Context: an optimization exercise on an open-source flow, tuned for small area. The choices shown serve that exercise and are no tape-out recipe.
The RTL was checked by simulation tests, not by an equivalence proof against the original design.
No activity file was given, so power comes from the tool's default toggle rates.

## v13
// nasdaq_moldudp_itch
module nasdaq_moldudp_itch (
    input  wire        clk,
    input  wire        rst,
    input  wire        udp_payload_valid,
    input  wire [7:0]  udp_payload_data,
    input  wire        udp_payload_start,
    input  wire        udp_payload_end,
    output wire [79:0] session_id,
    output wire [63:0] sequence_number,
    output wire [15:0] message_count,
    output wire        session_valid,
    output wire        sequence_gap,
    output wire [31:0] gap_count,
    output wire [31:0] packet_count,
    output wire [31:0] msg_extracted,
    output wire        msg_valid,
    output wire [7:0]  msg_type,
    output wire        msg_error,
    output wire        add_order_valid,
    output wire [15:0] stock_locate,
    output wire [15:0] tracking_number,
    output wire [47:0] timestamp,
    output wire [63:0] order_ref,
    output wire        buy_sell,
    output wire [31:0] shares,
    output wire [63:0] stock_symbol,
    output wire [31:0] price,
    output wire        order_executed_valid,
    output wire [31:0] exec_shares,
    output wire [63:0] match_number,
    output wire        order_cancel_valid,
    output wire [31:0] cancel_shares,
    output wire        order_delete_valid,
    output wire        order_replace_valid,
    output wire [63:0] original_order_ref,
    output wire [63:0] new_order_ref,
    output wire [31:0] new_shares,
    output wire [31:0] new_price,
    output wire [31:0] total_messages,
    output wire [31:0] filtered_messages
);
clock: 5.0 ns
lec_check: 0
cap_margin: 20
core_margin: 2
core_utilization: 40
cts_buf_list: sky130_fd_sc_hd__clkbuf_8
cts_cluster_diameter: 60
cts_cluster_size: 18
slew_margin: 20
standard.sh (not shown) runs the stock make flow with config.mk's settings and CLKGATE_MAP_FILE= SYNTH_SCRIPT=/design/flow/synth_recipe.tcl, a recipe that flattens the netlist after the stock synthesis.
==> flow/flow/run.sh <==
#!/bin/bash
# Standard ORFS layout (the standard.sh), with layout-only changes:
#  - port buffers use the smallest buffer cell instead of clkdlybuf4s50_1;
#  - buffers that Yosys inserted (e.g. to split nets that feed several output
#    ports) are removed at floorplan, since every port gets its own buffer anyway;
#  - clock tree synthesis without dummy balancing loads.
# Synthesis is the standard synthesis, unchanged.
set -euo pipefail
export BUFFER_PORTS_ARGS="-buffer_cell sky130_fd_sc_hd__buf_1"
export REMOVE_ABC_BUFFERS=1
export CTS_ARGS="-sink_clustering_enable -repair_clock_nets -sink_clustering_size 18 -sink_clustering_max_diameter 60 -buf_list sky130_fd_sc_hd__clkbuf_8 -dont_use_dummy_load"
bash standard.sh > standard_flow.log 2>&1
v13: PASS, flow complete, no timing, DRC or antenna violations
--- input diff v13..v33 ---
Settings: changing CORE_UTILIZATION from 40 to 47; changing CTS_CLUSTER_DIAMETER from 60 to 75; changing CTS_CLUSTER_SIZE from 18 to 16.
--- a/flow/flow/run.sh
+++ b/flow/flow/run.sh
@@ -9,4 +9,4 @@
 export BUFFER_PORTS_ARGS="-buffer_cell sky130_fd_sc_hd__buf_1"
 export REMOVE_ABC_BUFFERS=1
-export CTS_ARGS="-sink_clustering_enable -repair_clock_nets -sink_clustering_size 18 -sink_clustering_max_diameter 60 -buf_list sky130_fd_sc_hd__clkbuf_8 -dont_use_dummy_load"
+export CTS_ARGS="-sink_clustering_enable -repair_clock_nets -sink_clustering_size 16 -sink_clustering_max_diameter 75 -buf_list sky130_fd_sc_hd__clkbuf_8 -dont_use_dummy_load"
 bash standard.sh > standard_flow.log 2>&1
## What came out
- v33: PPL-0024 in I/O pin placement (3_2_place_iop) -> run aborted
- Reported for v13 and v33, distinct cell type count after synthesis turned out identical to the last digit.
- v33 against v13: number of synthesized flops with an enable pin ~0 delta, initial core utilization +7.2 points.
The inputs of v58 differ from those of v33 as listed below.
Settings: swapping 47 for 40 in CORE_UTILIZATION.
The log for v33 ends in I/O pin placement (3_2_place_iop) with error PPL-0024, so the run never completed. v58 has completed all stages; timing, DRC and antenna checks passed. From v33 to v58, portion of netlist area occupied by mux cells did not move at all. | initial core utilization | lower: v58 |. Overall die height, v58 vs v33: up by a little under 10%. The final reports for v58 and v33 show horizontal die dimension higher in the former.

* * *

== run a ==
Another version of the RTL of nasdaq_moldudp_itch (not shown whole).
Size: ~2500 cells after synthesis, about 740 flip-flops, ~940 I/O pins, about 32000 um^2 of cells after synthesis.
clock: 5.0 ns
lec_check: 0
cap_margin: 20
core_margin: 2
core_utilization: 40
cts_buf_list: sky130_fd_sc_hd__clkbuf_8
cts_cluster_diameter: 60
cts_cluster_size: 16
slew_margin: 20
==> flow/flow/run.sh <==
#!/bin/bash
# Standard ORFS layout (the standard.sh), with two layout-only changes:
#  - port buffers use the smallest buffer cell instead of clkdlybuf4s50_1;
#  - buffers that Yosys inserted (e.g. to split nets that feed several output
#    ports) are removed at floorplan, since every port gets its own buffer anyway.
# Synthesis is the standard synthesis, unchanged.
set -euo pipefail
export BUFFER_PORTS_ARGS="-buffer_cell sky130_fd_sc_hd__buf_1"
export REMOVE_ABC_BUFFERS=1
bash standard.sh > standard_flow.log 2>&1
Inputs modified between run a and run b:
# run a
export LEC_CHECK = 0
export CAP_MARGIN = 20
export CORE_MARGIN = 2
export CORE_UTILIZATION = 40
export CTS_BUF_LIST = sky130_fd_sc_hd__clkbuf_8
export CTS_CLUSTER_DIAMETER = 60
export CTS_CLUSTER_SIZE = 16
export SLEW_MARGIN = 20
create_clock -name core_clock -period 5.0 [get_ports {clk}]
# run b
export LEC_CHECK = 0
export CAP_MARGIN = 20
export CORE_MARGIN = 2
export CORE_UTILIZATION = 40
export CTS_BUF_LIST = sky130_fd_sc_hd__clkbuf_4
export SLEW_MARGIN = 20
create_clock -name core_clock -period 5.0 [get_ports {clk}]
Results
Time the final worst path needs with I/O delays and setup delta for run b relative to run a: 360 ps higher
Final wirelength was higher in the run labelled run b.
Cell area deteriorates in run b relative to run a.
Run a → run b: net total in the final layout increased 123, number of diodes added for antenna fixing up 5, share of the final layout cell area in multi-input gates fell by 0.79 points.
Run b has less setup slack than run a.
Per the comparison of run b with run a, area of the die closely matched the old numbers; hold slack -240 ps.

* * *

nasdaq_moldudp_itch with an RTL version that a note above also has.
For scale: roughly 2400 cells after synthesis, roughly 720 flip-flops, about 940 I/O pins, ~31000 sq um of cells after synthesis.
export LEC_CHECK = 0
export CAP_MARGIN = 20
export CORE_MARGIN = 2
export CORE_UTILIZATION = 40
export CTS_BUF_LIST = sky130_fd_sc_hd__clkbuf_16
export CTS_CLUSTER_DIAMETER = 75
export CTS_CLUSTER_SIZE = 24
export SLEW_MARGIN = 20
create_clock -name core_clock -period 5.0 [get_ports {clk}]
==> flow/flow/run.sh <==
#!/bin/bash
# Standard ORFS layout (the standard.sh), with layout-only changes:
#  - port buffers use the smallest buffer cell instead of clkdlybuf4s50_1;
#  - buffers that Yosys inserted (e.g. to split nets that feed several output
#    ports) are removed at floorplan, since every port gets its own buffer anyway;
#  - clock tree synthesis without dummy balancing loads.
# Synthesis is the standard synthesis, unchanged.
set -euo pipefail
export BUFFER_PORTS_ARGS="-buffer_cell sky130_fd_sc_hd__buf_1"
export REMOVE_ABC_BUFFERS=1
export CTS_ARGS="-sink_clustering_enable -repair_clock_nets -sink_clustering_size 24 -sink_clustering_max_diameter 75 -buf_list sky130_fd_sc_hd__clkbuf_16 -dont_use_dummy_load"
bash standard.sh > standard_flow.log 2>&1
Edit:
--- a/flow/flow/run.sh
+++ b/flow/flow/run.sh
@@ -9,4 +9,4 @@
 export BUFFER_PORTS_ARGS="-buffer_cell sky130_fd_sc_hd__buf_1"
 export REMOVE_ABC_BUFFERS=1
-export CTS_ARGS="-sink_clustering_enable -repair_clock_nets -sink_clustering_size 24 -sink_clustering_max_diameter 75 -buf_list sky130_fd_sc_hd__clkbuf_16 -dont_use_dummy_load"
+export CTS_ARGS="-sink_clustering_enable -repair_clock_nets -sink_clustering_size 16 -sink_clustering_max_diameter 60 -buf_list sky130_fd_sc_hd__clkbuf_8 -dont_use_dummy_load"
 bash standard.sh > standard_flow.log 2>&1
--- a/flow/config.mk
+++ b/flow/config.mk
@@ -9,6 +9,6 @@
 export CORE_MARGIN = 2
 export CORE_UTILIZATION = 40
-export CTS_BUF_LIST = sky130_fd_sc_hd__clkbuf_16
-export CTS_CLUSTER_DIAMETER = 75
-export CTS_CLUSTER_SIZE = 24
+export CTS_BUF_LIST = sky130_fd_sc_hd__clkbuf_8
+export CTS_CLUSTER_DIAMETER = 60
+export CTS_CLUSTER_SIZE = 16
 export SLEW_MARGIN = 20
=> Non-clock buffer count does not change; die area is unchanged; count of clock-buffer cells in the layout went up by 15; via count went up by 0.66%; routed wire length went up by 0.36%; utilization went down by 0.41 points; worst setup slack is worse by 110 ps.
Edit:
--- a/flow/flow/run.sh
+++ b/flow/flow/run.sh
@@ -9,4 +9,4 @@
 export BUFFER_PORTS_ARGS="-buffer_cell sky130_fd_sc_hd__buf_1"
 export REMOVE_ABC_BUFFERS=1
-export CTS_ARGS="-sink_clustering_enable -repair_clock_nets -sink_clustering_size 16 -sink_clustering_max_diameter 60 -buf_list sky130_fd_sc_hd__clkbuf_8 -dont_use_dummy_load"
+export CTS_ARGS="-sink_clustering_enable -repair_clock_nets -sink_clustering_size 16 -sink_clustering_max_diameter 75 -buf_list sky130_fd_sc_hd__clkbuf_8 -dont_use_dummy_load"
 bash standard.sh > standard_flow.log 2>&1
--- a/flow/config.mk
+++ b/flow/config.mk
@@ -10,5 +10,6 @@
 export CORE_UTILIZATION = 40
 export CTS_BUF_LIST = sky130_fd_sc_hd__clkbuf_8
-export CTS_CLUSTER_DIAMETER = 60
+export CTS_CLUSTER_DIAMETER = 75
 export CTS_CLUSTER_SIZE = 16
+export GPL_TIMING_DRIVEN = 0
 export SLEW_MARGIN = 20
After rerunning: Total power decreases by 0.73%. Fmax decreases by 3.8%. Design area increases by 0.91%. Hold slack got worse by 4.7 ps. Area after synthesis stays the same. First-iteration DRC count decreases by 8.8%. Critical path depth stays the same. Worst setup slack got worse by 180 ps. Via count decreases by 0.95%. Routed wire length decreases by 1.3%. Cell count does not change.
Edit:
--- a/flow/flow/run.sh
+++ b/flow/flow/run.sh
@@ -9,4 +9,4 @@
 export BUFFER_PORTS_ARGS="-buffer_cell sky130_fd_sc_hd__buf_1"
 export REMOVE_ABC_BUFFERS=1
-export CTS_ARGS="-sink_clustering_enable -repair_clock_nets -sink_clustering_size 16 -sink_clustering_max_diameter 75 -buf_list sky130_fd_sc_hd__clkbuf_8 -dont_use_dummy_load"
+export CTS_ARGS="-sink_clustering_enable -repair_clock_nets -sink_clustering_size 10 -sink_clustering_max_diameter 60 -buf_list sky130_fd_sc_hd__clkbuf_4 -dont_use_dummy_load"
 bash standard.sh > standard_flow.log 2>&1
--- a/flow/config.mk
+++ b/flow/config.mk
@@ -9,7 +9,6 @@
 export CORE_MARGIN = 2
 export CORE_UTILIZATION = 40
-export CTS_BUF_LIST = sky130_fd_sc_hd__clkbuf_8
-export CTS_CLUSTER_DIAMETER = 75
-export CTS_CLUSTER_SIZE = 16
-export GPL_TIMING_DRIVEN = 0
+export CTS_BUF_LIST = sky130_fd_sc_hd__clkbuf_4
+export CTS_CLUSTER_DIAMETER = 60
+export CTS_CLUSTER_SIZE = 10
 export SLEW_MARGIN = 20
What happened: The changed run finished clean; worst setup slack gets better by 290 ps; non-clock buffer count decreases by 7; first-iteration DRC count increases by 9.0%; via count increases by about 1.4%; area after synthesis is unchanged; combinational power decreases by about 6%; register-to-register slack gets better by 290 ps; final cell count increases by 0.68%; global-route usage increases by 0.69 points.
Edit:
==> flow/flow/run.sh (replaced) <==
#!/bin/bash
# Standard ORFS layout (the standard.sh), with two layout-only changes:
#  - port buffers use the smallest buffer cell instead of clkdlybuf4s50_1;
#  - buffers that Yosys inserted (e.g. to split nets that feed several output
#    ports) are removed at floorplan, since every port gets its own buffer anyway.
# Synthesis is the standard synthesis, unchanged.
set -euo pipefail
export BUFFER_PORTS_ARGS="-buffer_cell sky130_fd_sc_hd__buf_1"
export REMOVE_ABC_BUFFERS=1
bash standard.sh > standard_flow.log 2>&1
--- a/flow/config.mk
+++ b/flow/config.mk
@@ -9,6 +9,6 @@
 export CORE_MARGIN = 2
 export CORE_UTILIZATION = 40
-export CTS_BUF_LIST = sky130_fd_sc_hd__clkbuf_4
+export CTS_BUF_LIST = sky130_fd_sc_hd__clkbuf_8
 export CTS_CLUSTER_DIAMETER = 60
-export CTS_CLUSTER_SIZE = 10
+export CTS_CLUSTER_SIZE = 16
 export SLEW_MARGIN = 20
Outcome:
- routed wire length decreases slightly
- non-clock buffer count stays the same
- utilization increases by 0.73 points
- via count stays flat
- final cell count increases slightly
- setup slack gets worse by 39 ps
- combinational power barely changes
- power increases by a little under a tenth

* * *

== the reference run ==
Another version of the RTL of nasdaq_moldudp_itch (not shown whole).
Size: roughly 940 I/O pins, roughly 32000 um2 of cells after synthesis.
Design nasdaq_moldudp_itch, start of the top module:
module nasdaq_moldudp_itch (
    input  wire        clk,
    input  wire        rst,
    input  wire        udp_payload_valid,
    input  wire [7:0]  udp_payload_data,
    input  wire        udp_payload_start,
    input  wire        udp_payload_end,
    output wire [79:0] session_id,
    output wire [63:0] sequence_number,
    output wire [15:0] message_count,
    output wire        session_valid,
    output wire        sequence_gap,
    output wire [31:0] gap_count,
    output wire [31:0] packet_count,
    output wire [31:0] msg_extracted,
    output wire        msg_valid,
    output wire [7:0]  msg_type,
    output wire        msg_error,
    output wire        add_order_valid,
    output wire [15:0] stock_locate,
    output wire [15:0] tracking_number,
    output wire [47:0] timestamp,
    output wire [63:0] order_ref,
    output wire        buy_sell,
    output wire [31:0] shares,
    output wire [63:0] stock_symbol,
    output wire [31:0] price,
    output wire        order_executed_valid,
    output wire [31:0] exec_shares,
    output wire [63:0] match_number,
    output wire        order_cancel_valid,
    output wire [31:0] cancel_shares,
    output wire        order_delete_valid,
    output wire        order_replace_valid,
    output wire [63:0] original_order_ref,
    output wire [63:0] new_order_ref,
    output wire [31:0] new_shares,
    output wire [31:0] new_price,
    output wire [31:0] total_messages,
    output wire [31:0] filtered_messages
);
==> flow/config.mk <==
export PLATFORM = sky130hd
export DESIGN_NAME = nasdaq_moldudp_itch
export DESIGN_NICKNAME = nasdaq_moldudp_itch
export VERILOG_FILES = /design/flow/design.v
export SDC_FILE = /design/flow/constraint.sdc
export NUM_CORES = 4
export LEC_CHECK = 0
export CAP_MARGIN = 20
export CORE_MARGIN = 2
export CORE_UTILIZATION = 40
export SLEW_MARGIN = 20
==> flow/constraint.sdc <==
create_clock -name core_clock -period 5.0 [get_ports {clk}]
set_input_delay 1.0000 -clock core_clock [delete_from_list [all_inputs] [get_ports {clk}]]
set_output_delay 1.0000 -clock core_clock [all_outputs]
set_load 0.01 [all_outputs]
run.sh (not shown) runs the stock make flow with config.mk's settings and CLKGATE_MAP_FILE= SYNTH_SCRIPT=/design/flow/synth_recipe.tcl, a recipe that flattens the netlist after the stock synthesis.
Stock flow here: none of the scripts above is used.
Both conditions hold for the reference run: the flow ran to the end and the final layout passed the timing, design-rule and antenna checks.
diff inputs: the reference run => the trial run
- CTS_BUF_LIST now sky130_fd_sc_hd__clkbuf_4, previously not set
==> flow/flow/run.sh (new file) <==
#!/bin/bash
# Standard ORFS layout (the standard.sh), with two layout-only changes:
#  - port buffers use the smallest buffer cell instead of clkdlybuf4s50_1;
#  - buffers that Yosys inserted (e.g. to split nets that feed several output
#    ports) are removed at floorplan, since every port gets its own buffer anyway.
# Synthesis is the standard synthesis, unchanged.
set -euo pipefail
export BUFFER_PORTS_ARGS="-buffer_cell sky130_fd_sc_hd__buf_1"
export REMOVE_ABC_BUFFERS=1
bash standard.sh > standard_flow.log 2>&1
==> flow/standard.sh (new file) <==
#!/bin/bash
# synth_recipe.tcl (not shown) runs the flow's synth.tcl, then flattens the netlist and writes it again
# the make line also repeats each setting of config.mk as NAME=value (left out here)
make -C /OpenROAD-flow-scripts/flow DESIGN_CONFIG=/design/flow/config.mk WORK_HOME=/design/flow/orfs CLKGATE_MAP_FILE= SYNTH_SCRIPT=/design/flow/synth_recipe.tcl "${@:-finish}"
removed: flow/run.sh
The trial run: flow completed, timing, DRC and antenna clean. Post-layout total power sits lower in the trial run than in the reference run. Clock latency reported for the late side of the worst-skew pair, the trial run and the reference run: smaller value in the reference run. Met2 wire length: the trial run vs the reference run down about 6%. Compared to the reference run, the trial run shows a wider setup margin. The trial run gives less internal power of the cells than the reference run did. Of the two values seen for most common cell after layout, fill and taps aside, buf_1 was produced by the trial run and clkdlybuf4s50_1 by the reference run. Re number of inserted diodes: the reference run was lower than the trial run. Layout buffering overhead excluding clock cells down 12 points in the trial run wrt the reference run.

-- re-timing with driven ports --
The results above use ideal ports. As a check the final layouts listed here were re-extracted and re-timed, cells and wires unchanged. Step 1 (the two cells are an assumption about what drives the block):
set clk [get_ports {clk}]
set_driving_cell -lib_cell sky130_fd_sc_hd__clkbuf_16 $clk
set_driving_cell -lib_cell sky130_fd_sc_hd__buf_2 [delete_from_list [all_inputs] $clk]
Step 2 times the ports against the registers' clock, not the clock port: input delays grow and output delays shrink by t, the midpoint of the rising clock arrivals with the driver on. a / b / c = no drivers / after step 1 / after step 2; a / b = the first two.
| run | shift t [ns] | setup WS [ns] | clock arrival spread, ns | worst register clock-pin slew, ns | worst data-port slew with drivers (ns) |
|---|---|---|---|---|---|
| v13 | 0.731 | 0.502 / 0.502 / 0.502 | 0.182 / 0.182 | 0.12 / 0.12 | 0.11 |
| v58 | 0.707 | 0.524 / 0.524 / 0.524 | 0.132 / 0.132 | 0.11 / 0.11 | 0.10 |
| run a | 0.728 | 1.424 / 1.365 / 0.760 | 0.037 / 0.037 | 0.10 / 0.10 | 0.14 |
| run b | 1.083 | 1.068 / 1.010 / 0.840 | 0.094 / 0.094 | 0.08 / 0.08 | 0.11 |
| the first run of note 3 | 0.635 | 0.574 / 0.574 / 0.506 | 0.109 / 0.109 | 0.10 / 0.10 | 0.13 |
| the second run of note 3 | 0.734 | 0.466 / 0.466 / 0.466 | 0.160 / 0.159 | 0.11 / 0.11 | 0.10 |
| the third run of note 3 | 0.724 | 0.285 / 0.285 / -0.116 | 0.136 / 0.136 | 0.11 / 0.11 | 0.08 |
| the fourth run of note 3 | 0.891 | 0.576 / 0.576 / 0.543 | 0.144 / 0.143 | 0.13 / 0.13 | 0.11 |
| the fifth run of note 3 | 0.772 | 0.536 / 0.536 / 0.536 | 0.102 / 0.102 | 0.11 / 0.11 | 0.11 |
| the reference run | 0.690 | 1.211 / 1.144 / 0.604 | 0.029 / 0.029 | 0.07 / 0.07 | 0.08 |
| the trial run | 1.068 | 1.394 / 1.333 / 0.766 | 0.106 / 0.106 | 0.08 / 0.08 | 0.10 |
With both steps, setup timing fails in the third run of note 3, where it was met with ideal ports. For run a, which loses most, drivers alone change the setup slack by -0.059 ns; drivers and shift together by -0.664 ns.
